From an optimization exercise on the open Yosys and OpenROAD flow, aimed at small area, a short achievable clock period and few clock cycles per item; shortcuts taken in it are not production practice.
Where RTL was checked, it was by simulation tests only, not by an equivalence proof against the original.
No functional check of the RTL was part of runs 4 and 5.
Power figures rest on the tool's default switching activity, not on a simulated workload.

<file path="flow/run.sh">
#!/bin/bash
# synth_recipe.tcl (not shown) runs the flow's synth.tcl, then flattens the netlist and writes it again
# the make line also repeats each setting of config.mk as NAME=value (left out here)
make -C /OpenROAD-flow-scripts/flow DESIGN_CONFIG=/design/flow/config.mk WORK_HOME=/design/flow/orfs CLKGATE_MAP_FILE= SYNTH_SCRIPT=/design/flow/synth_recipe.tcl finish
</file>
<file path="flow/config.mk">
export PLATFORM = sky130hd
export DESIGN_NAME = execute_divide
export DESIGN_NICKNAME = execute_divide
export VERILOG_FILES = /design/flow/design.v
export SDC_FILE = /design/flow/constraint.sdc
export NUM_CORES = 4
export LEC_CHECK = 0
export CAP_MARGIN = 20
export CORE_MARGIN = 2
export CORE_UTILIZATION = 55
export CTS_BUF_LIST = sky130_fd_sc_hd__clkbuf_8
export PLACE_DENSITY = 0.75
export SETUP_SLACK_MARGIN = 3.5
export SLEW_MARGIN = 20
</file>
<file path="flow/constraint.sdc">
create_clock -name core_clock -period 7.0 [get_ports {clk}]
set_input_delay 1.4000 -clock core_clock [delete_from_list [all_inputs] [get_ports {clk}]]
set_output_delay 1.4000 -clock core_clock [all_outputs]
set_load 0.01 [all_outputs]
</file>
<file path="flow/design.v">
module execute_divide(input wire              clk,
                      input wire              reset,
                      input wire              enable,
                      input wire 	      unsigned_div,
                      output wire             done,
                      input wire [32-1:0] in_a,
                      input wire [32-1:0] in_b,
                      output reg [32-1:0] out,
                      output reg              ov
                      );
   reg                                         st_idle;
   reg                                         st_neg;
   reg                                         st_prep;
   reg                                         st_iter;
   reg                                         st_zero;
   reg                                         st_done;
   reg [32:0]                                  R;      
   reg [31:0]                                  D;      
   reg [4:0]                                   lza;    
   reg [4:0]                                   lzb;    
   reg                                         b_neg;  
   reg                                         sub;    
   reg                                         negate;  
   reg                                         inv_q;   
   function [4:0] lzc(input [31:0] x);
      reg [31:0] y;
      reg [3:0]  q;
      reg [7:0]  nz;
      reg [15:0] l;
      reg        found;
      integer    g;
      begin
         y = x | 32'h1;
         for (g = 0; g < 8; g = g + 1) begin
            q = y[4*g +: 4];
            nz[g] = |q;
            l[2*g +: 2] = q[3] ? 2'd0 : q[2] ? 2'd1 : q[1] ? 2'd2 : 2'd3;
         end
         lzc = 5'd31;
         found = 0;
         for (g = 7; g >= 0; g = g - 1)
           if (!found && nz[g]) begin
              lzc = {3'd7 - g[2:0], l[2*g +: 2]};
              found = 1;
           end
      end
   endfunction
   function [32:0] add33(input [32:0] x, input [32:0] y, input c);
      reg [33:0] g, p, gn, pn, p0;
      integer    i, lvl, d;
      begin
         g = {x & y, c};
         p0 = {x ^ y, 1'b0};
         p = p0;
         for (lvl = 0; lvl < 6; lvl = lvl + 1) begin
            d = 1 << lvl;
            gn = g; pn = p;
            for (i = 0; i < 34; i = i + 1)
              if (i >= d) begin
                 gn[i] = g[i] | (p[i] & g[i-d]);
                 pn[i] = p[i] & p[i-d];
              end
            g = gn; p = pn;
         end
         add33 = p0[33:1] ^ g[32:0];
      end
   endfunction
   wire        a_neg = !unsigned_div && in_a[31];
   wire        b_negi = !unsigned_div && in_b[31];
   wire        b_zero = (in_b == 32'h0);
   wire        s_ovf = !unsigned_div && (in_a == 32'h80000000) &&
               (in_b == 32'hffffffff);
   wire [31:0] t_a = in_a ^ {!unsigned_div && in_a[31], in_a[31:1]};
   wire [31:0] t_b = in_b ^ {!unsigned_div && in_b[31], in_b[31:1]};
   wire [4:0]  lz_a = lzc(t_a);
   wire [4:0]  lz_b = lzc(t_b);
   reg  [31:0] a_clear;    
   integer     k;
   always @(*) begin
      a_clear[31] = !t_a[31];
      for (k = 30; k >= 0; k = k - 1)
        a_clear[k] = a_clear[k+1] && !t_a[k];
   end
   wire        a_short = |(t_b & a_clear) && !a_neg;
   wire [4:0]  lza_in = b_zero ? {3'b0, !unsigned_div && in_a[31],
                                  !unsigned_div && !in_a[31]} : lz_a;
   wire [32:0] dsub = {b_neg && !st_neg, D};
   wire [32:0] sum = add33(R, sub ? ~dsub : dsub, sub || st_neg);
   wire        ge = !sum[32];
   wire [4:0]  sg = lzb & ~lza;
   wire [4:0]  sp = lzb ^ ~lza;
   wire [4:0]  sc = {sg[3] | (sp[3] & sg[2]) | (sp[3] & sp[2] & sg[1]) |
                     (sp[3] & sp[2] & sp[1] & sg[0]) | (sp[3] & sp[2] & sp[1] & sp[0]),
                     sg[2] | (sp[2] & sg[1]) | (sp[2] & sp[1] & sg[0]) | (sp[2] & sp[1] & sp[0]),
                     sg[1] | (sp[1] & sg[0]) | (sp[1] & sp[0]),
                     sg[0] | sp[0],
                     1'b1};
   wire [4:0]  shamt = sp ^ sc;
   wire        f = 1'b0;
   wire [31:0] sh0 = shamt[0] ? {D[30:0], f} : D;
   wire [31:0] sh1 = shamt[1] ? {sh0[29:0], {2{f}}} : sh0;
   wire [31:0] sh2 = shamt[2] ? {sh1[27:0], {4{f}}} : sh1;
   wire [31:0] sh3 = shamt[3] ? {sh2[23:0], {8{f}}} : sh2;
   wire [31:0] sh4 = shamt[4] ? {sh3[15:0], {16{f}}} : sh3;
   wire        neg_short = {1'b0, lza} > {1'b0, lzb} + 6'd1;
   always @(posedge clk) begin
      st_idle 	<= reset || !enable;
      st_neg 	<= !reset && enable && st_idle && !a_short && a_neg;
      st_prep 	<= !reset && enable && ((st_idle && !a_short && !a_neg) || (st_neg && !neg_short));
      st_iter 	<= !reset && enable && ((st_prep && ge) || (st_iter && lza != 0));
      st_zero 	<= !reset && enable && st_prep && !ge && inv_q;
      st_done 	<= !reset && enable && ((st_idle && a_short) || (st_neg && neg_short) ||
                                        (st_prep && !ge && !inv_q) || st_zero ||
                                        (st_iter && lza == 0) || st_done);
   end
   always @(posedge clk) begin
      lza 	<= st_idle ? lza_in : st_prep ? shamt : lza - 1;
      lzb 	<= lz_b;
      D 	<= st_idle ? (a_neg ? 32'h0 : in_b) :
                   st_neg ? in_b :
                   st_prep ? sh4 :
                   {b_neg, D[31:1]};
      if (st_idle) begin
         R 	<= {1'b0, a_neg ? ~in_a : in_a};
         sub 	<= !a_neg && !b_negi;
      end else if (!st_prep || negate) begin
         R 	<= sum;
         sub 	<= sum[32] ^ !b_neg;
      end
      if (!st_done)
        out 	<= (st_idle || st_neg || st_zero) ? 32'h0 :
                   st_prep ? {32{inv_q}} :
                   {out[30:0], ge ^ inv_q};
      if (st_idle) begin
         b_neg 	<= b_negi;
         negate <= a_neg ^ b_negi;
         inv_q 	<= (a_neg ^ b_negi) || s_ovf;
         ov 	<= b_zero || s_ovf;
      end
   end
   assign done = st_done;
endmodule  
</file>
==> flow_metrics.env, run 1 <==
export IMPL_status="complete, no violations"
export IMPL_worstMarginPinSlew_ns=0.9574
export IMPL_viasPerCell=6.071
export IMPL_grt_pass1_vias=9723
export IMPL_antenna_found_initial=0
export IMPL_postCtsHoldBufs=0
export IMPL_fin_nets=1563
export IMPL_root_buffer="clkbuf_8"
export IMPL_cpPeakStageDelay_ns=0.56
export IMPL_max_cap_violations=0
export IMPL_wl_um=35400
export IMPL_postPlaceCellArea_sq_um=12280
export IMPL_die_x_um=145.6
export IMPL_cp_required_ns=7.33
export IMPL_async_reset_ff_frac=0
export IMPL_cp_start_kind="input port"
export IMPL_crit_type="in2reg"
export IMPL_synth_ff_type="edfxtp_1"
export IMPL_fin_skew_ns=0.01276
export IMPL_finalMaxSlewViolations=0
export IMPL_crit_chain="clkdlybuf4s50_1 -> inv_1 -> ha_1 -> a21oi_1 -> o21bai_1 -> a21oi_1 -> a31o_2 -> a21oi_2 -> a211oi_2 -> o221a_1 -> o22ai_1"
export IMPL_synth_cell_types=76
export IMPL_cts_reportedPaths_clkPinSlew_ns=0.07
export IMPL_crit_top_cell="a21oi_1"
export IMPL_drc_errors=0
export IMPL_p_leak_uw=0.005723
export IMPL_grt_pass1_wl_um=54020
export IMPL_timing_final_crit_period_ns=3.486
export IMPL_wl_per_cell_um=21.10
export IMPL_clock_latency_ns=0.46
export IMPL_synthesis_area_sq_um=11030
export IMPL_setup_viol=0
export IMPL_dpl_hpwl_um=27510
export IMPL_endpoint_kind="flop"
export IMPL_synth_area_per_cell_sq_um=8.388
export IMPL_initial_core_util=0.5631
export IMPL_synth_top_area_cell="edfxtp_1"
export IMPL_core_rowCount=51
export IMPL_syn_inst=1315
export IMPL_cts_max_path_buffers=2
export IMPL_ir_worst_vdd_mv=0.1696
export IMPL_dieArea_sq_um=21200
export IMPL_rsz0062_at_grt="yes"
export IMPL_cp_arrival_ns=3.81
export IMPL_numCtsBuffers=17
export IMPL_area_delta_synth_final_pct=18.77
export IMPL_detail_route_antenna_nets=0
export IMPL_io_pins=102
export IMPL_cp_slowest_cell="clkdlybuf4s50_1"
export IMPL_min_path_type="reg2reg"
export IMPL_cts_sink_count=118
export IMPL_stdcell_area_sq_um=13100
export IMPL_fin_util=0.6688
export IMPL_die_y_um=145.6
export IMPL_htreeDepth=4
export IMPL_fmax_ghz=0.2869
export IMPL_coreArea_sq_um=19590
export IMPL_layout_drive_gt1_share=0.09837
export IMPL_synth_seq_cells=118
export IMPL_finalSetupTns_ns=0
export IMPL_hold_viol_final=0
export IMPL_antenna_cells=0
export IMPL_finalCritPeriodShare=0.4979
export IMPL_port_buffer_count=101
export IMPL_crit_fanout=4
export IMPL_powerDensity_nw_per_um2=353.6
export IMPL_path_buf_inv=2
export IMPL_place_congestion=1.029
export IMPL_grt_overflow=0
export IMPL_seq_area_frac_synth=0.2786
export IMPL_drtIter0Drc=875
export IMPL_synthTopCellsByArea="edfxtp_1, ha_1, dfxtp_1, mux2i_1, a21oi_1"
export IMPL_syn_nets=1478
export IMPL_grt_max_degree=82
export IMPL_cp_top_family="compound AO/OA/AOI/OAI gates"
export IMPL_synth_edf_count=71
export IMPL_max_slew_margin_rel=0.3610
export IMPL_grtUsageTotal=0.3289
export IMPL_synth_top_cell_area_share=0.1933
export IMPL_vias=10190
export IMPL_cts_tree="built"
export IMPL_ys_warn_count=1
export IMPL_first_pass_iters=5
## layer usage
metal | wire (um) | GRT usage | vias up
li1 | - | - | 4882
met1 | 14890 | 0.4355 | 4811
met2 | 16480 | 0.5329 | 416
met3 | 2402 | 0.04734 | 78
met4 | 1622 | 0.1534 | 0
met5 | 0 | 0 | -
## flip-flops by register name (all words and copies together) (netlist names), 5 cells and up
| name | count |
|---|---|
| R | 33 |
| D | 32 |
| lza | 5 |
| out | 32 |
| lzb | 5 |
## Yosys cell counts (5+ instances only)
master and number:
a211oi_1 17, a21o_1 19, a21oi_1 126, a22o_1 5, a22oi_1 9, and3_1 13, buf_1 8, buf_2 10
clkbuf_1 44, dfxtp_1 47, edfxtp_1 71, ha_1 94, inv_1 102, mux2i_1 90, nand2_1 131, nand2b_1 16
nand3_1 14, nand4_1 17, nor2_1 67, nor2b_1 13, nor3_1 28, nor4_1 5, o211ai_1 6, o21a_1 17
o21ai_0 76, o21ai_1 15, o21bai_1 12, o22ai_1 7, o31ai_1 12, o32ai_1 7, or3_1 6, xnor2_1 69
xor2_1 69
## final cells by class
cell class	instances	area (sq um)
clock buffers	17	234.0
clock inverters	15	130.1
fillers	1721	6489
inverters	102	382.9
multi-input cells	1032	7651
flip-flops and latches	118	3074
well taps	265	331.6
repair buffers	129	1297
## path summary, 6_finish.rpt
check,slack (ns),cells past startpoint,from,endpoint
setup / recovery,3.51,11,in_b[22],st_done
hold / removal,0.50,1,st_iter,st_iter
setup reg to reg,3.55,12,sub,out[0]
hold reg to reg,0.50,1,st_iter,st_iter
## per-stage QoR
| stage | worst slack, ns | hold slack [ns] | std cells | total power (uW) |
|---|---|---|---|---|
| 3_3_place_gp | 2.619 | 0.4771 | 1633 | 3825 |
| 3_5_place_dp | 2.531 | 0.4837 | 1633 | 3855 |
| 2_1_floorplan | 3.503 | 0.4690 | 1315 | 3166 |
| 5_1_grt | 3.422 | 0.5480 | 1678 | 4953 |
| 6_report | 3.514 | 0.4975 | 1678 | 4632 |
| 4_1_cts | 3.443 | 0.4999 | 1674 | 4495 |
## logic make-up after synthesis
family                     count (synthesis)  share of synthesized area
AOI/OAI and AO/OA                        365                     0.2049
DFF                                      118                     0.2786
muxes                                     93                    0.08473
adders and majority gates                 95                     0.1084
xor gates and xnor gates                 142                     0.1160
buffers and inverters                    165                    0.05762
and+or+nand+nor                          337                     0.1497
## power breakdown
group	total [uW]	switching, uW	internal (uW)	leakage (uW)
Clock	593	313	280	0.000176
Combinational	3030	1760	1270	0.00436
Sequential	1010	101	904	0.00119
## repair_timing
action / 4_1_cts / 5_1_grt
setup endpoints to repair: 47 / 46
resized for setup: 38 / 71
endpoints found under the hold margin: 0 / 0
setup buffers: 9 / 2
pin swaps: 9 / 9
cloned: 0 / 1
## cell usage in the layout (no fill, tap or decap), drive strengths merged, types with 5 or more instances in the layout
cell / instances
nand2: 131
a21oi: 126
inv: 106
ha: 94
o21ai: 91
mux2i: 90
clkdlybuf4s50: 75
xnor2: 72
edfxtp: 71
xor2: 69
nor2: 68
dfxtp: 47
nor3: 29
buf: 27
clkbuf: 23
a21o: 19
o21a: 17
nand4: 17
a211oi: 17
nand2b: 16
dlymetal6s2s: 15
nand3: 15
nor2b: 13
and3: 13
o21bai: 12
o31ai: 12
a22oi: 9
o22ai: 7
o32ai: 7
nor4: 7
o211ai: 6
or3: 6
a22o: 5
clkinvlp: 5
dlygate4sd2: 5
clkinv: 5
Testbench counts, summed over its fixed seeds: cycles 31,717, items 3,200.
==> run 2, diff against run 1 <==
--- a/flow/config.mk
+++ b/flow/config.mk
@@ -10,5 +10,5 @@
 export CORE_UTILIZATION = 55
 export CTS_BUF_LIST = sky130_fd_sc_hd__clkbuf_8
 export PLACE_DENSITY = 0.75
-export SETUP_SLACK_MARGIN = 3.5
+export SETUP_SLACK_MARGIN = 3.4
 export SLEW_MARGIN = 20
==> run 2 against run 1 <==
  * Still clean on timing, DRC and antenna
  * Hold slack better by 0.017 ns
  * Synthesized area is the same
  * Via count rose by 0.15%
  * Sequential cell count did not move
  * Non-clock buffer count rose by 3
  * Sequential power hardly changed
  * Maximum frequency decreased by 0.99%
  * Wire length decreased by 1.4%
  * Total power is 1.5% lower
  * Clock skew increased by 0.0043 ns
  * Critical endpoint is now lza[1]
==> flow_metrics.env, run 2 <==
export IMPL_cp_required_ns=7.32
export IMPL_powerDensity_nw_per_um2=352.5
export IMPL_rsz0062_at_grt="yes"
export IMPL_grt_pass1_wl_um=53080
export IMPL_first_pass_iters=5
export IMPL_synth_most_common_cell="nand2_1"
export IMPL_syn_nets=1478
export IMPL_cts_max_path_buffers=2
export IMPL_dpl_hpwl_um=27470
export IMPL_vias=10200
export IMPL_seq_area_frac_synth=0.2786
export IMPL_finalMaxSlewViolations=0
export IMPL_clock_latency_ns=0.47
export IMPL_syn_inst=1315
export IMPL_synth_cell_types=76
export IMPL_synthesis_area_sq_um=11030
export IMPL_ir_worst_vdd_mv=0.1756
export IMPL_layout_drive_gt1_share=0.07910
export IMPL_die_y_um=145.6
export IMPL_crit_chain="clkdlybuf4s50_1 -> inv_1 -> ha_1 -> nor2_1 -> nor3_1 -> nor3_1 -> nor4_1 -> o41ai_1 -> a21oi_1"
export IMPL_area_delta_synth_final_pct=17.31
export IMPL_synth_commonest_cells="nand2_1, a21oi_1, inv_1"
export IMPL_grt_max_degree=64
export IMPL_grt_overflow=0
export IMPL_drc_errors=0
export IMPL_wl_per_cell_um=20.77
export IMPL_port_buffer_count=101
export IMPL_synth_edf_count=71
export IMPL_crit_type="in2reg"
export IMPL_drtIter0Drc=899
export IMPL_detail_route_antenna_nets=0
export IMPL_path_buf_inv=2
export IMPL_endpoint_kind="flop"
export IMPL_numCtsBuffers=17
export IMPL_status="complete, no violations"
export IMPL_viasPerCell=6.069
export IMPL_holdWs_ns=0.5150
export IMPL_cp_start_kind="input port"
export IMPL_grt_pass1_vias=9640
export IMPL_finalCritPeriodShare=0.5029
export IMPL_setup_viol=0
export IMPL_top_register="R"
export IMPL_finalSetupTns_ns=0
export IMPL_cts_tree="built"
export IMPL_hold_viol_final=0
export IMPL_p_leak_uw=0.005601
export IMPL_wl_um=34920
export IMPL_antenna_cells=0
export IMPL_worstMarginPinSlew_ns=0.9848
export IMPL_place_congestion=0.9717
export IMPL_reg_top3="R: 33 flops, D: 32 flops, out: 32 flops"
export IMPL_cp_top_family="simple AND/OR/NAND/NOR gates"
export IMPL_coreArea_sq_um=19590
export IMPL_antenna_found_initial=0
export IMPL_min_path_type="reg2reg"
export IMPL_cts_reportedPaths_clkPinSlew_ns=0.07
export IMPL_fill_cells=1680
export IMPL_core_rowCount=51
export IMPL_synth_top_cell_area_share=0.1933
export IMPL_cpPeakStageDelay_ns=0.57
export IMPL_largest_register_ffs=33
export IMPL_layout_common_cells="nand2_1, a21oi_1, inv_1, mux2i_1"
export IMPL_synth_top_area_cell="edfxtp_1"
export IMPL_htreeDepth=4
export IMPL_fmax_ghz=0.2841
export IMPL_cp_slowest_cell="o41ai_1"
export IMPL_io_pins=102
export IMPL_timing_final_crit_period_ns=3.520
export IMPL_crit_top_cell="nor3_1"
export IMPL_root_buffer="clkbuf_8"
export IMPL_mostFrequentLayoutCell="nand2_1"
export IMPL_synth_seq_cells=118
export IMPL_cts_sink_count=118
export IMPL_synth_ff_type="edfxtp_1"
export IMPL_max_cap_violations=0
export IMPL_initial_core_util=0.5631
export IMPL_crit_fanout=4
export IMPL_fin_skew_ns=0.01702
export IMPL_dieArea_sq_um=21200
export IMPL_async_reset_ff_frac=0
export IMPL_grtUsageTotal=0.3245
export IMPL_cp_arrival_ns=3.84
export IMPL_fin_nets=1566
export IMPL_ys_warn_count=1
export IMPL_synth_area_per_cell_sq_um=8.388
export IMPL_max_slew_margin_rel=0.3427
export IMPL_synthTopCellsByArea="edfxtp_1, ha_1, dfxtp_1, mux2i_1, a21oi_1"
export IMPL_die_x_um=145.6
==> run 2: cell counts after synthesis <==
No cell type changed its count.
==> run 2: layout make-up <==
type,count,area (sq um),area share
multi-input combinational,1032,7508,0.5803
sequential,118,3074,0.2376
timing repair buffer,132,1277,0.09872
inverter,102,382.9,0.02959
tap,265,331.6,0.02562
clock buffer,17,234.0,0.01808
clock inverter,15,131.4,0.01015
==> run 2: worst min-delay path: cells and delay by family, from the launching register on <==
family | cells | cell delay [ns]
compound gates | 1 | 0.06
flops | 1 | 0.33
simple gates | 1 | 0.08
==> run 2: kinds of logic after synthesis <==
| group | count (synthesis) | synth area share |
|---|---|---|
| xor+xnor | 142 | 0.1160 |
| fa+ha+maj | 95 | 0.1084 |
| mux | 93 | 0.08473 |
| flops | 118 | 0.2786 |
| compound gates | 365 | 0.2049 |
| buf+inv | 165 | 0.05762 |
| simple gates | 337 | 0.1497 |
==> run 2: path summary, 6_finish.rpt <==
kind / from / endpoint / slack (ns) / cells after the start
worst max register to register: sub / out[0] / 3.54 / 12
worst min register to register: R[32] / R[32] / 0.51 / 2
worst min-delay path: R[32] / R[32] / 0.51 / 2
worst max-delay path: in_a[13] / lza[1] / 3.48 / 9
==> run 2: what timing repair did <==
item	CTS	global route
setup endpoints to repair	41	38
buffers inserted	9	6
pin swaps	11	6
gates resized for setup	21	32
hold buffers	0	0
==> run 2: routing by layer <==
| metal | track usage | vias up | part of all wire |
|---|---|---|---|
| li1 | - | 4898 | - |
| met1 | 0.4289 | 4763 | 0.42 |
| met2 | 0.5256 | 475 | 0.46 |
| met3 | 0.04984 | 66 | 0.075 |
| met4 | 0.1490 | 0 | 0.041 |
| met5 | 0 | - | 0 |
==> run 2: where the power goes <==
group | internal (uW) | switching, uW | leakage [uW]
Sequential | 904 | 102 | 0.00119
Clock | 280 | 315 | 0.000174
Combinational | 1240 | 1720 | 0.00424
Total | 2420 | 2140 | 0.00560
==> run 2: stage by stage <==
stage	area (sq um)	utilization	total power [uW]	setup slack (ns)	std cells
after floorplan	11030	-	3165	3.467	1315
after global placement	12260	0.6259	3815	2.663	1632
after detailed placement	12280	0.6266	3847	2.572	1633
after CTS	12750	0.6510	4468	3.400	1674
after global routing	12940	0.6605	4863	3.375	1681
final	12940	0.6605	4561	3.480	1681
==> run 3, diff against run 2 <==
--- a/flow/design.v
+++ b/flow/design.v
@@ -127,8 +127,7 @@
          R 	<= sum;
          sub 	<= sum[32] ^ !b_neg;
       end
-      if (!st_done)
-        out 	<= (st_idle || st_neg || st_zero) ? 32'h0 :
+      out 	<= (st_idle || st_neg || st_zero) ? 32'h0 :
                    st_prep ? {32{inv_q}} :
                    {out[30:0], ge ^ inv_q};
       if (st_idle) begin
==> flow/config.mk (replaced) <==
export PLATFORM = sky130hd
export DESIGN_NAME = execute_divide
export DESIGN_NICKNAME = execute_divide
export VERILOG_FILES = /design/flow/design.v
export SDC_FILE = /design/flow/constraint.sdc
export NUM_CORES = 4
export LEC_CHECK = 0
export CAP_MARGIN = 5
export CORE_MARGIN = 2
export CORE_UTILIZATION = 55
export CTS_BUF_LIST = sky130_fd_sc_hd__clkbuf_8
export PLACE_DENSITY = 0.75
export SETUP_SLACK_MARGIN = 3.5
export SLEW_MARGIN = 5
==> run 3 against run 2 <==
  * Clock power up 5.9%
  * Hold slack worse by 0.058 ns
  * Clock-buffer cell count unchanged
  * Highest routed layer unchanged
==> flow_metrics.env, run 3 <==
export IMPL_finalSetupTns_ns=0
export IMPL_grtUsageTotal=0.3348
export IMPL_antenna_found_initial=0
export IMPL_top_register="R"
export IMPL_fin_nets=1554
export IMPL_reg_top3="R: 33 flops, D: 32 flops, out: 32 flops"
export IMPL_cp_arrival_ns=3.83
export IMPL_min_path_type="reg2reg"
export IMPL_clock_latency_ns=0.46
export IMPL_area_delta_synth_final_pct=17.79
export IMPL_drtIter0Drc=1027
export IMPL_max_cap_violations=0
export IMPL_drc_errors=0
export IMPL_synth_most_common_cell="nand2_1"
export IMPL_numCtsBuffers=17
export IMPL_cts_max_path_buffers=2
export IMPL_first_pass_iters=5
export IMPL_synth_edf_count=39
export IMPL_fmax_ghz=0.2910
export IMPL_core_rowCount=50
export IMPL_cts_sink_count=118
export IMPL_fin_total_pwr_uw=4338
export IMPL_seq_area_frac_synth=0.2597
export IMPL_max_slew_margin_rel=0.2219
export IMPL_async_reset_ff_frac=0
export IMPL_grt_pass1_wl_um=51610
export IMPL_p_leak_uw=0.005341
export IMPL_fin_skew_ns=0.01754
export IMPL_die_y_um=142.8
export IMPL_ys_warn_count=1
export IMPL_fill_cells=1663
export IMPL_ir_worst_vdd_mv=0.1929
export IMPL_grt_overflow=0
export IMPL_crit_fanout=4
export IMPL_antenna_cells=0
export IMPL_syn_nets=1469
export IMPL_cp_required_ns=7.39
export IMPL_timing_final_crit_period_ns=3.436
export IMPL_cts_reportedPaths_clkPinSlew_ns=0.08
export IMPL_vias=10150
export IMPL_port_buffer_count=101
export IMPL_crit_type="in2reg"
export IMPL_rsz0062_at_grt="yes"
export IMPL_dieArea_sq_um=20390
export IMPL_synth_top_cell_area_share=0.1492
export IMPL_synth_seq_cells=118
export IMPL_status="complete, no violations"
export IMPL_wl_um=34460
export IMPL_initial_core_util=0.5628
export IMPL_coreArea_sq_um=18830
export IMPL_htreeDepth=4
export IMPL_largest_register_ffs=33
export IMPL_synth_top_area_cell="dfxtp_1"
export IMPL_layout_drive_gt1_share=0.08048
export IMPL_place_congestion=0.9921
export IMPL_synth_cell_types=75
export IMPL_cts_tree="built"
export IMPL_hold_viol_final=0
export IMPL_dpl_hpwl_um=26960
export IMPL_worstMarginPinSlew_ns=1.163
export IMPL_finalMaxSlewViolations=0
export IMPL_synthTopCellsByArea="dfxtp_1, ha_1, edfxtp_1, mux2i_1, xor2_1"
export IMPL_synth_area_per_cell_sq_um=8.115
export IMPL_endpoint_kind="flop"
export IMPL_postCtsHoldBufs=0
export IMPL_die_x_um=142.8
export IMPL_viasPerCell=6.097
export IMPL_root_buffer="clkbuf_8"
export IMPL_io_pins=102
export IMPL_grt_pass1_vias=9320
export IMPL_detail_route_antenna_nets=0
export IMPL_synthesis_area_sq_um=10600
export IMPL_powerDensity_nw_per_um2=347.5
export IMPL_finalCritPeriodShare=0.4909
export IMPL_setup_viol=0
export IMPL_cp_start_kind="input port"
export IMPL_synth_commonest_cells="nand2_1, a21oi_1, inv_1"
export IMPL_mostFrequentLayoutCell="nand2_1"
export IMPL_wl_per_cell_um=20.71
export IMPL_layout_common_cells="nand2_1, a21oi_1, inv_1, clkdlybuf4s50_1, ha_1"
export IMPL_synth_ff_type="dfxtp_1"
export IMPL_syn_inst=1306
export IMPL_grt_max_degree=103
==> run 3: changes by cell type after synthesis, moves of 7 or more <==
cell / delta
a21oi_1: -8
a22o_1: +8
a31oi_1: +10
dfxtp_1: +32
edfxtp_1: -32
mux2i_1: -8
nand2_1: +9
nor2_1: +8
nor3_1: +12
o21a_1: -7
o21ai_1: -14
==> run 3: layer usage <==
metal / vias up / share of wire / wire length (um) / global-route usage
li1: 4827 / - / - / -
met1: 4695 / 0.42 / 14600 / 0.4522
met2: 534 / 0.44 / 15290 / 0.5263
met3: 89 / 0.080 / 2752 / 0.04594
met4: 0 / 0.053 / 1821 / 0.1662
met5: - / 0 / 0 / 0
==> run 3: logic make-up (layout without fill, tap and decap cells) <==
group           after synthesis  in the layout  share of synthesized area
simple gates                368            369                     0.1662
compound gates              343            343                     0.2052
buf+inv                     159            256                    0.05927
xor+xnor                    140            140                     0.1182
flops                       118            118                     0.2597
fa+ha+maj                    95             95                     0.1129
mux                          83             83                    0.07851
==> run 3: report_power, final <==
group	leakage, uW	switching [uW]	internal [uW]
Combinational	0.00408	1650	1130
Clock	0.000191	335	295
Sequential	0.00107	90.6	841
==> run 3: final timing paths <==
path / start / to / depth (start not counted) / slack, ns
worst max-delay path: in_a[29] / lza[0] / 10 / 3.56
worst min-delay path: out[29] / out[30] / 2 / 0.46
worst max register to register: sub / sub / 12 / 3.58
worst min register to register: out[29] / out[30] / 2 / 0.46
==> run 3: area by class of cell <==
cell class,count,area (sq um),share of cell area
clock buffer,17,234.0,0.01874
clock inverter,15,156.4,0.01253
tap,260,325.3,0.02606
inverter,99,371.6,0.02977
multi-input combinational,1030,7437,0.5958
timing repair buffer,125,1205,0.09652
sequential,118,2754,0.2206
==> run 3: stage by stage <==
stage	utilization	cell area (sq um)	hold WS, ns	instances	worst slack (ns)
6_report	0.6629	12480	0.4574	1664	3.564
5_1_grt	0.6629	12480	0.4868	1664	3.364
4_1_cts	0.6526	12290	0.4645	1656	3.515
3_5_place_dp	0.6262	11790	0.4532	1619	2.684
3_3_place_gp	0.6262	11790	0.4483	1619	2.784
2_1_floorplan	-	10600	0.4706	1306	3.684
==> run 3: what timing repair did <==
| item | CTS | global route |
|---|---|---|
| buffers inserted | 5 | 7 |
| resized for setup | 14 | 25 |
| hold endpoints to repair | 0 | 0 |
| cloned | 0 | 1 |
| pin swaps | 0 | 7 |
| setup endpoints to repair | 58 | 30 |
==> run 3: worst max-delay path: stages <==
cell and delay, ns:
clkdlybuf4s50_1 0.51, xnor2_1 0.47, and4b_1 0.33, and2_4 0.20, nand3_4 0.11, nor2b_4 0.19
and3_4 0.22, a2111oi_2 0.06, o211ai_1 0.19, o21a_1 0.14
Testbench counts of run 3, summed over its fixed seeds: cycles 31,717, items 3,200.
==> run 4, diff against run 3 <==
--- a/flow/design.v
+++ b/flow/design.v
@@ -107,14 +107,14 @@
       st_idle 	<= reset || !enable;
       st_neg 	<= !reset && enable && st_idle && !a_short && a_neg;
       st_prep 	<= !reset && enable && ((st_idle && !a_short && !a_neg) || (st_neg && !neg_short));
-      st_iter 	<= !reset && enable && ((st_prep && ge) || (st_iter && lza != 0));
+      st_iter 	<= !reset && enable && ((st_prep && ge) || (st_iter && lza != lzb));
       st_zero 	<= !reset && enable && st_prep && !ge && inv_q;
       st_done 	<= !reset && enable && ((st_idle && a_short) || (st_neg && neg_short) ||
                                         (st_prep && !ge && !inv_q) || st_zero ||
-                                        (st_iter && lza == 0) || st_done);
+                                        (st_iter && lza == lzb) || st_done);
    end
    always @(posedge clk) begin
-      lza 	<= st_idle ? lza_in : st_prep ? shamt : lza - 1;
+      lza 	<= st_idle ? lza_in : st_neg ? lza - 1 : st_iter ? lza + 1 : lza;
       lzb 	<= lz_b;
       D 	<= st_idle ? (a_neg ? 32'h0 : in_b) :
                    st_neg ? in_b :
==> run 4 against run 3 <==
  * Clock skew down 0.0021 ns
  * Core utilization up 2.3 points
  * Maximum frequency down 2.3%
  * Cell count up 2.0%
  * Wire length about the same
  * Critical path type is now reg2reg
  * Via count up 2.0%
  * Die area up 1.6%
  * Non-clock buffer count up 20
  * Register-to-register slack worse by 0.099 ns
  * Total power up 9.0%
  * Sequential power down 0.6%
==> flow_metrics.env, run 4 <==
export IMPL_ys_warn_count=1
export IMPL_wl_per_cell_um=20.31
export IMPL_rsz0062_at_grt="yes"
export IMPL_finalSetupTns_ns=0
export IMPL_cp_required_ns=7.31
export IMPL_grt_pass1_vias=9811
export IMPL_finalMaxSlewViolations=0
export IMPL_finalCritPeriodShare=0.5027
export IMPL_fill_cells=1583
export IMPL_cts_max_path_buffers=2
export IMPL_die_x_um=144.0
export IMPL_crit_top_cell="nor4b_4"
export IMPL_synth_edf_count=44
export IMPL_detail_route_antenna_nets=0
export IMPL_wl_um=34460
export IMPL_synth_most_common_cell="nand2_1"
export IMPL_syn_inst=1319
export IMPL_synth_ff_type="dfxtp_1"
export IMPL_synth_commonest_cells="nand2_1, a21oi_1, ha_1"
export IMPL_seq_area_frac_synth=0.2601
export IMPL_p_leak_uw=0.005722
export IMPL_crit_fanout=9
export IMPL_grt_overflow=0
export IMPL_layout_drive_gt1_share=0.1117
export IMPL_drtIter0Drc=1033
export IMPL_fin_nets=1584
export IMPL_synth_top_cell_area_share=0.1375
export IMPL_fmax_ghz=0.2842
export IMPL_port_buffer_count=101
export IMPL_grtUsageTotal=0.3313
export IMPL_postCtsHoldBufs=0
export IMPL_die_y_um=144.0
export IMPL_antenna_found_initial=0
export IMPL_place_congestion=0.9740
export IMPL_setup_viol=0
export IMPL_dpl_hpwl_um=25480
export IMPL_min_path_type="reg2reg"
export IMPL_viasPerCell=6.100
export IMPL_dieArea_sq_um=20730
export IMPL_cp_start_kind="flop"
export IMPL_synth_seq_cells=118
export IMPL_path_buf_inv=3
export IMPL_cts_reportedPaths_clkPinSlew_ns=0.09
export IMPL_core_rowCount=51
export IMPL_grtUsageMet2=0.5531
export IMPL_drc_errors=0
export IMPL_grtUsageMet1=0.4175
export IMPL_vias=10350
export IMPL_cts_sink_count=118
export IMPL_max_cap_violations=0
export IMPL_synthTopCellsByArea="dfxtp_1, edfxtp_1, ha_1, mux2i_1, nand2_1"
export IMPL_synth_area_per_cell_sq_um=8.169
export IMPL_initial_core_util=0.5573
export IMPL_status="complete, no violations"
export IMPL_worstMarginPinSlew_ns=1.026
export IMPL_reg_top3="R: 33 flops, D: 32 flops, out: 32 flops"
export IMPL_synthesis_area_sq_um=10780
export IMPL_cp_top_family="compound AO/OA/AOI/OAI gates"
export IMPL_crit_type="reg2reg"
export IMPL_async_reset_ff_frac=0
export IMPL_fin_util=0.6864
export IMPL_cp_arrival_ns=3.82
export IMPL_mostFrequentLayoutCell="nand2_1"
export IMPL_synth_cell_types=79
export IMPL_worst_slack_ns=3.481
export IMPL_syn_nets=1484
export IMPL_grt_pass1_wl_um=52410
export IMPL_endpoint_kind="flop"
export IMPL_max_slew_margin_rel=0.3144
export IMPL_synth_top_area_cell="dfxtp_1"
export IMPL_grt_max_degree=66
export IMPL_cts_tree="built"
export IMPL_timing_final_crit_period_ns=3.519
export IMPL_coreArea_sq_um=19330
export IMPL_ir_worst_vdd_mv=0.2041
export IMPL_numCtsBuffers=17
export IMPL_antenna_cells=0
export IMPL_hold_viol_final=0
export IMPL_powerDensity_nw_per_um2=356.2
export IMPL_io_pins=102
export IMPL_root_buffer="clkbuf_8"
export IMPL_dp_slack_ns=2.542
export IMPL_use_met3=0.04735
export IMPL_fin_skew_ns=0.01544
export IMPL_first_pass_iters=7
export IMPL_cpPeakStageDelay_ns=0.39
export IMPL_area_delta_synth_final_pct=23.17
export IMPL_cp_slowest_cell="nor4b_4"
export IMPL_layout_common_cells="nand2_1, a21oi_1, inv_1, mux2i_1, clkdlybuf4s50_1"
export IMPL_grt_busiest_layer="met2"
export IMPL_largest_register_ffs=33
export IMPL_top_register="R"
export IMPL_crit_chain="buf_6 -> buf_12 -> xor2_4 -> ha_1 -> o21ai_2 -> nor4b_4 -> nor4b_4 -> o41ai_4 -> buf_4 -> o21ai_4 -> a21oi_4 -> o311a_4 -> xnor3_1 -> o21ai_1"
export IMPL_htreeDepth=4
export IMPL_clock_latency_ns=0.47
run 4: path summary, 6_finish.rpt:
kind                            slack (ns)  cells after the start  startpoint       to
worst max register to register        3.48                     14         sub      sub
worst min-delay path                  0.46                      2     out[28]  out[29]
worst min register to register        0.46                      2     out[28]  out[29]
worst max-delay path                  3.48                     14         sub      sub
run 4: cell families after synthesis:
family	after synthesis	synth area share
AO/OA/AOI/OAI	352	0.2086
buffers and inverters	158	0.05713
flip-flops	118	0.2601
multiplexers	90	0.08535
AND/OR/NAND/NOR	368	0.1616
XOR/XNOR	136	0.1132
adder cells (fa/ha/maj)	97	0.1140
run 4: power breakdown:
group / total (uW) / leakage (uW) / internal, uW / switching [uW]
logic: 3070 / 0.00441 / 1320 / 1750
registers: 925 / 0.00108 / 845 / 80.2
clock network: 729 / 0.000227 / 371 / 359
total: 4730 / 0.00572 / 2530 / 2190
run 4: routing by layer:
layer,part of all wire,routed length [um]
met5,0,0
met3,0.071,2442
met2,0.47,16210
met1,0.41,14070
met4,0.050,1736
run 4: timing repair:
item / 4_1_cts / 5_1_grt
gates cloned: 2 / 0
buffers inserted: 19 / 7
pin swaps: 20 / 16
endpoints found under the setup margin: 31 / 27
gates resized for setup: 51 / 59
endpoints found under the hold margin: 0 / 0
run 4: cell type report:
| cell class | count | area [sq um] | share of cell area |
|---|---|---|---|
| multi-input cells | 1043 | 7910 | 0.5960 |
| flip-flops and latches | 118 | 2804 | 0.2113 |
| repair buffers | 145 | 1434 | 0.1080 |
| inverters | 94 | 352.8 | 0.02659 |
| well taps | 265 | 331.6 | 0.02498 |
| clock buffers | 17 | 234.0 | 0.01763 |
| clock inverters | 15 | 205.2 | 0.01546 |
run 4: per-stage QoR:
step                cells  area (sq um)  power [uW]  hold slack, ns
global route         1697         13270        5001          0.4830
CTS                  1690         12950        4527          0.4686
floorplan            1319         10810        2913          0.4805
global placement     1637         12040        3497          0.4489
finish               1697         13270        4727          0.4621
detailed placement   1637         12040        3531          0.4563
run 4: worst min-delay path, delay by kind of cell, from the launching register on:
kind             cells  cell delay [ns]
flip-flops           1             0.32
AND/OR/NAND/NOR      1             0.06
AO/OA/AOI/OAI        1             0.05
==> run 5, diff against run 4 <==
--- a/flow/design.v
+++ b/flow/design.v
@@ -45,26 +45,6 @@
            end
       end
    endfunction
-   function [32:0] add33(input [32:0] x, input [32:0] y, input c);
-      reg [33:0] g, p, gn, pn, p0;
-      integer    i, lvl, d;
-      begin
-         g = {x & y, c};
-         p0 = {x ^ y, 1'b0};
-         p = p0;
-         for (lvl = 0; lvl < 6; lvl = lvl + 1) begin
-            d = 1 << lvl;
-            gn = g; pn = p;
-            for (i = 0; i < 34; i = i + 1)
-              if (i >= d) begin
-                 gn[i] = g[i] | (p[i] & g[i-d]);
-                 pn[i] = p[i] & p[i-d];
-              end
-            g = gn; p = pn;
-         end
-         add33 = p0[33:1] ^ g[32:0];
-      end
-   endfunction
    wire        a_neg = !unsigned_div && in_a[31];
    wire        b_negi = !unsigned_div && in_b[31];
    wire        b_zero = (in_b == 32'h0);
@@ -85,7 +65,7 @@
    wire [4:0]  lza_in = b_zero ? {3'b0, !unsigned_div && in_a[31],
                                   !unsigned_div && !in_a[31]} : lz_a;
    wire [32:0] dsub = {b_neg && !st_neg, D};
-   wire [32:0] sum = add33(R, sub ? ~dsub : dsub, sub || st_neg);
+   wire [32:0] sum = R + (sub ? ~dsub : dsub) + {32'h0, sub || st_neg};
    wire        ge = !sum[32];
    wire [4:0]  sg = lzb & ~lza;
    wire [4:0]  sp = lzb ^ ~lza;
@@ -107,14 +87,14 @@
       st_idle 	<= reset || !enable;
       st_neg 	<= !reset && enable && st_idle && !a_short && a_neg;
       st_prep 	<= !reset && enable && ((st_idle && !a_short && !a_neg) || (st_neg && !neg_short));
-      st_iter 	<= !reset && enable && ((st_prep && ge) || (st_iter && lza != lzb));
+      st_iter 	<= !reset && enable && ((st_prep && ge) || (st_iter && lza != 0));
       st_zero 	<= !reset && enable && st_prep && !ge && inv_q;
       st_done 	<= !reset && enable && ((st_idle && a_short) || (st_neg && neg_short) ||
                                         (st_prep && !ge && !inv_q) || st_zero ||
-                                        (st_iter && lza == lzb) || st_done);
+                                        (st_iter && lza == 0) || st_done);
    end
    always @(posedge clk) begin
-      lza 	<= st_idle ? lza_in : st_neg ? lza - 1 : st_iter ? lza + 1 : lza;
+      lza 	<= st_idle ? lza_in : st_prep ? shamt : lza - 1;
       lzb 	<= lz_b;
       D 	<= st_idle ? (a_neg ? 32'h0 : in_b) :
                    st_neg ? in_b :
--- a/flow/config.mk
+++ b/flow/config.mk
@@ -5,10 +5,10 @@
 export SDC_FILE = /design/flow/constraint.sdc
 export NUM_CORES = 4
 export LEC_CHECK = 0
-export CAP_MARGIN = 5
+export CAP_MARGIN = 20
 export CORE_MARGIN = 2
 export CORE_UTILIZATION = 55
 export CTS_BUF_LIST = sky130_fd_sc_hd__clkbuf_8
 export PLACE_DENSITY = 0.75
 export SETUP_SLACK_MARGIN = 3.5
-export SLEW_MARGIN = 5
+export SLEW_MARGIN = 20
==> run 5 against run 4 <==
  * Still clean on timing, DRC and antenna
  * Non-clock buffer count down 3
  * Core utilization up 0.67 points
  * Clock skew up 0.0084 ns
  * Sequential share of layout area about the same
  * Synthesized area down 1.6%
  * Via count down 0.34%
  * Cell area down 1.7%
  * Hold slack worse by 0.0061 ns
  * Die area down 1.6%
  * First-iteration DRC count up 4.1%
  * Total power down 0.46%
  * Sequential cell count unchanged
  * Critical path type unchanged
  * Largest cell class unchanged
  * Highest routed layer unchanged
==> flow_metrics.env, run 5 <==
export IMPL_status="complete, no violations"
export IMPL_synth_ff_type="dfxtp_1"
export IMPL_p_leak_uw=0.005637
export IMPL_root_buffer="clkbuf_8"
export IMPL_top_register="R"
export IMPL_synth_cell_types=89
export IMPL_min_path_type="reg2reg"
export IMPL_fill_cells=1540
export IMPL_drc_errors=0
export IMPL_crit_fanout=4
export IMPL_first_pass_iters=6
export IMPL_synth_commonest_cells="nand2_1, a21oi_1, inv_1"
export IMPL_stdcell_area_sq_um=13050
export IMPL_layout_common_cells="nand2_1, a21oi_1, inv_1, nor2_1"
export IMPL_grtUsageTotal=0.3546
export IMPL_detail_route_antenna_nets=0
export IMPL_finalMaxSlewViolations=0
export IMPL_holdCritStartpoint="out[29]"
export IMPL_fmax_ghz=0.2832
export IMPL_syn_inst=1303
export IMPL_worstMarginPinSlew_ns=1.042
export IMPL_powerDensity_nw_per_um2=360.5
export IMPL_synthesis_area_sq_um=10600
export IMPL_seq_power_share=0.198
export IMPL_timing_final_crit_period_ns=3.530
export IMPL_core_rowCount=50
export IMPL_die_y_um=142.9
export IMPL_ys_warn_count=1
export IMPL_synth_top_cell_area_share=0.1491
export IMPL_cp_required_ns=7.36
export IMPL_rsz0062_at_grt="yes"
export IMPL_cp_slowest_cell="edfxtp_1"
export IMPL_fin_nets=1567
export IMPL_setup_viol=0
export IMPL_hold_viol_final=0
export IMPL_syn_nets=1466
export IMPL_die_x_um=142.9
export IMPL_clock_latency_ns=0.47
export IMPL_crit_chain="buf_6 -> buf_6 -> xnor2_4 -> fa_2 -> fa_2 -> nor2b_2 -> o31a_1 -> o221a_4 -> o21ai_4 -> a21oi_4 -> o2111ai_4 -> a31oi_4 -> buf_12 -> mux2i_1 -> mux2_1"
export IMPL_worst_slack_ns=3.470
export IMPL_cts_max_path_buffers=2
export IMPL_pwr_share_clk=0.139
export IMPL_cpPeakStageDelay_ns=0.43
export IMPL_place_congestion=1.007
export IMPL_vias=10320
export IMPL_synth_area_per_cell_sq_um=8.138
export IMPL_initial_core_util=0.5631
export IMPL_fin_skew_ns=0.02382
export IMPL_rr_worst_depth=15
export IMPL_postPlaceCellArea_sq_um=11830
export IMPL_synthTopCellsByArea="dfxtp_1, edfxtp_1, ha_1, mux2i_1, xor2_1"
export IMPL_r2r_end="out[0]"
export IMPL_io_pins=102
export IMPL_hold_depth=2
export IMPL_grt_pass1_vias=9768
export IMPL_cp_start_kind="flop"
export IMPL_seq_area_frac_synth=0.2596
export IMPL_wl_per_cell_um=21.61
export IMPL_cp_top_family="compound AO/OA/AOI/OAI gates"
export IMPL_grt_max_degree=98
export IMPL_grt_overflow=0
export IMPL_r2r_start="sub"
export IMPL_largest_register_ffs=33
export IMPL_fin_total_pwr_uw=4705
export IMPL_internal_power_uw=2527
export IMPL_antenna_cells=0
export IMPL_cts_reportedPaths_clkPinSlew_ns=0.08
export IMPL_numCtsBuffers=17
export IMPL_ir_worst_vdd_mv=0.1987
export IMPL_cp_arrival_ns=3.89
export IMPL_cts_sink_count=118
export IMPL_dp_slack_ns=2.329
export IMPL_dpl_hpwl_um=27440
export IMPL_min_to="out[30]"
export IMPL_cp_startpoint="sub"
export IMPL_power_frac_comb=0.663
export IMPL_holdWs_ns=0.4559
export IMPL_synth_most_common_cell="nand2_1"
export IMPL_antenna_found_initial=0
export IMPL_finalCritPeriodShare=0.5044
export IMPL_drtIter0Drc=1075
export IMPL_synth_top_area_cell="dfxtp_1"
export IMPL_sw_frac_of_total=0.4629
export IMPL_layout_drive_gt1_share=0.1179
export IMPL_max_slew_margin_rel=0.3034
export IMPL_coreArea_sq_um=18830
export IMPL_path_buf_inv=3
export IMPL_finalSetupTns_ns=0
export IMPL_cts_tree="built"
export IMPL_area_delta_synth_final_pct=23.08
export IMPL_postCtsHoldBufs=0
export IMPL_async_reset_ff_frac=0
export IMPL_wl_um=36240
export IMPL_grt_pass1_wl_um=54590
export IMPL_max_cap_violations=0
export IMPL_p_switching_uw=2178
export IMPL_mostFrequentLayoutCell="nand2_1"
export IMPL_r2r_slack_ns=3.47
export IMPL_endpoint_kind="flop"
export IMPL_port_buffer_count=101
export IMPL_synth_seq_cells=118
export IMPL_synth_edf_count=39
export IMPL_crit_type="reg2reg"
export IMPL_htreeDepth=4
export IMPL_reg_top3="R: 33 flops, D: 32 flops, out: 32 flops"
export IMPL_viasPerCell=6.151
export IMPL_dieArea_sq_um=20410
[run 5: cell count changes in the layout (fill, tap and decap cells not counted), sizes merged, moves of 4 or more]
cell	before	now
or4	2	6
mux2i	87	83
a21o	22	14
nand2	159	134
xnor2	69	63
edfxtp	44	39
clkdlybuf4s50	83	77
or2	1	8
o21ai	80	70
dfxtp	74	79
clkinv	0	7
clkdlybuf4s15	1	6
nor3b	1	5
nor2	69	89
[run 5: repair_timing]
action	in CTS	in global routing
pin swaps	18	25
cloned	1	0
buffers inserted	9	17
setup endpoints to repair	56	34
resized for setup	70	65
[run 5: layer usage]
| metal | routed length [um] | GRT usage |
|---|---|---|
| met1 | 15330 | 0.4844 |
| met5 | 0 | 0 |
| met2 | 16140 | 0.5418 |
| met4 | 1718 | 0.1808 |
| met3 | 3047 | 0.05768 |
[run 5: final cells by class]
type,instances,area [sq um],share of cell area
Tap cell,260,325.3,0.02493
Inverter,104,390.4,0.02991
Clock inverter,14,145.1,0.01112
Multi-Input combinational cell,1021,7740,0.5930
Sequential cell,118,2758,0.2113
Clock buffer,18,247.7,0.01898
Timing Repair Buffer,142,1445,0.1107
[run 5: worst reg2reg max path: cells and delay by family, from the launching register on]
| kind | cells | cell delay (ns) |
|---|---|---|
| AOI/OAI and AO/OA | 6 | 1.02 |
| xor gates and xnor gates | 1 | 0.12 |
| adders and majority gates | 2 | 0.78 |
| buffers and inverters | 3 | 0.41 |
| DFF | 1 | 0.43 |
| muxes | 2 | 0.53 |
| and+or+nand+nor | 1 | 0.14 |
[run 5: how the worst max path moves through the flow]
stage	cells after the start	end
after floorplan	14	out[0]
after global placement	10	lza[1]
after detailed placement	10	lza[1]
after CTS	13	out[0]
after global routing	15	out[0]
final	15	out[0]
[run 5: kinds of logic after synthesis]
| logic type | share of synthesized area |
|---|---|
| XOR/XNOR | 0.1116 |
| adder cells (fa/ha/maj) | 0.1135 |
| multiplexers | 0.08047 |
| AO/OA/AOI/OAI | 0.1993 |
| buffers and inverters | 0.06006 |
| flip-flops | 0.2596 |
| AND/OR/NAND/NOR | 0.1755 |
[run 5: power by group through the flow]
stage | clock network, uW | registers, uW | logic, uW
floorplan | 0 | 912 | 2030
global placement | 0 | 951 | 2590
detailed placement | 0 | 956 | 2620
CTS | 658 | 925 | 2770
global route | 681 | 945 | 3350
finish | 655 | 932 | 3120
[run 5: stage by stage]
step,utilization,instances
final,0.6931,1677
after global routing,0.6931,1677
after CTS,0.6664,1660
after detailed placement,0.6284,1618
after global placement,0.6280,1618
after floorplan,-,1303

what the ideal ports hide:
In the flow no input, the clock included, has a driving cell. The finished layouts below were timed again as built, in two steps. Step 1, drivers: a clkbuf_16 drives clk and a buf_2 each remaining input, both assumed. Step 2 adds t to the input delays and takes it off the output delays; t is the mean of the earliest and latest rising clock arrival at the registers after step 1. Input paths then give back, and output paths get back, about the clock's delay inside the block. Three values: ideal, step 1, step 2; two values: the first two.
run	t, ns	setup WS [ns]	hold slack, ns	worst slew at a driven data input, ns
run 1	0.491	3.514 / 3.512 / 3.021	0.497 / 0.497 / 0.497	0.04
run 2	0.502	3.480 / 3.496 / 2.994	0.515 / 0.515 / 0.515	0.05
run 3	0.487	3.564 / 3.575 / 3.092	0.457 / 0.457 / 0.457	0.04
run 4	0.504	3.481 / 3.481 / 3.065	0.462 / 0.462 / 0.462	0.04
run 5	0.503	3.470 / 3.470 / 3.012	0.456 / 0.456 / 0.456	0.04
After both steps every run listed still meets setup and hold. For run 1, which loses most, drivers alone change the setup slack by -0.002 ns; drivers and shift together by -0.493 ns.
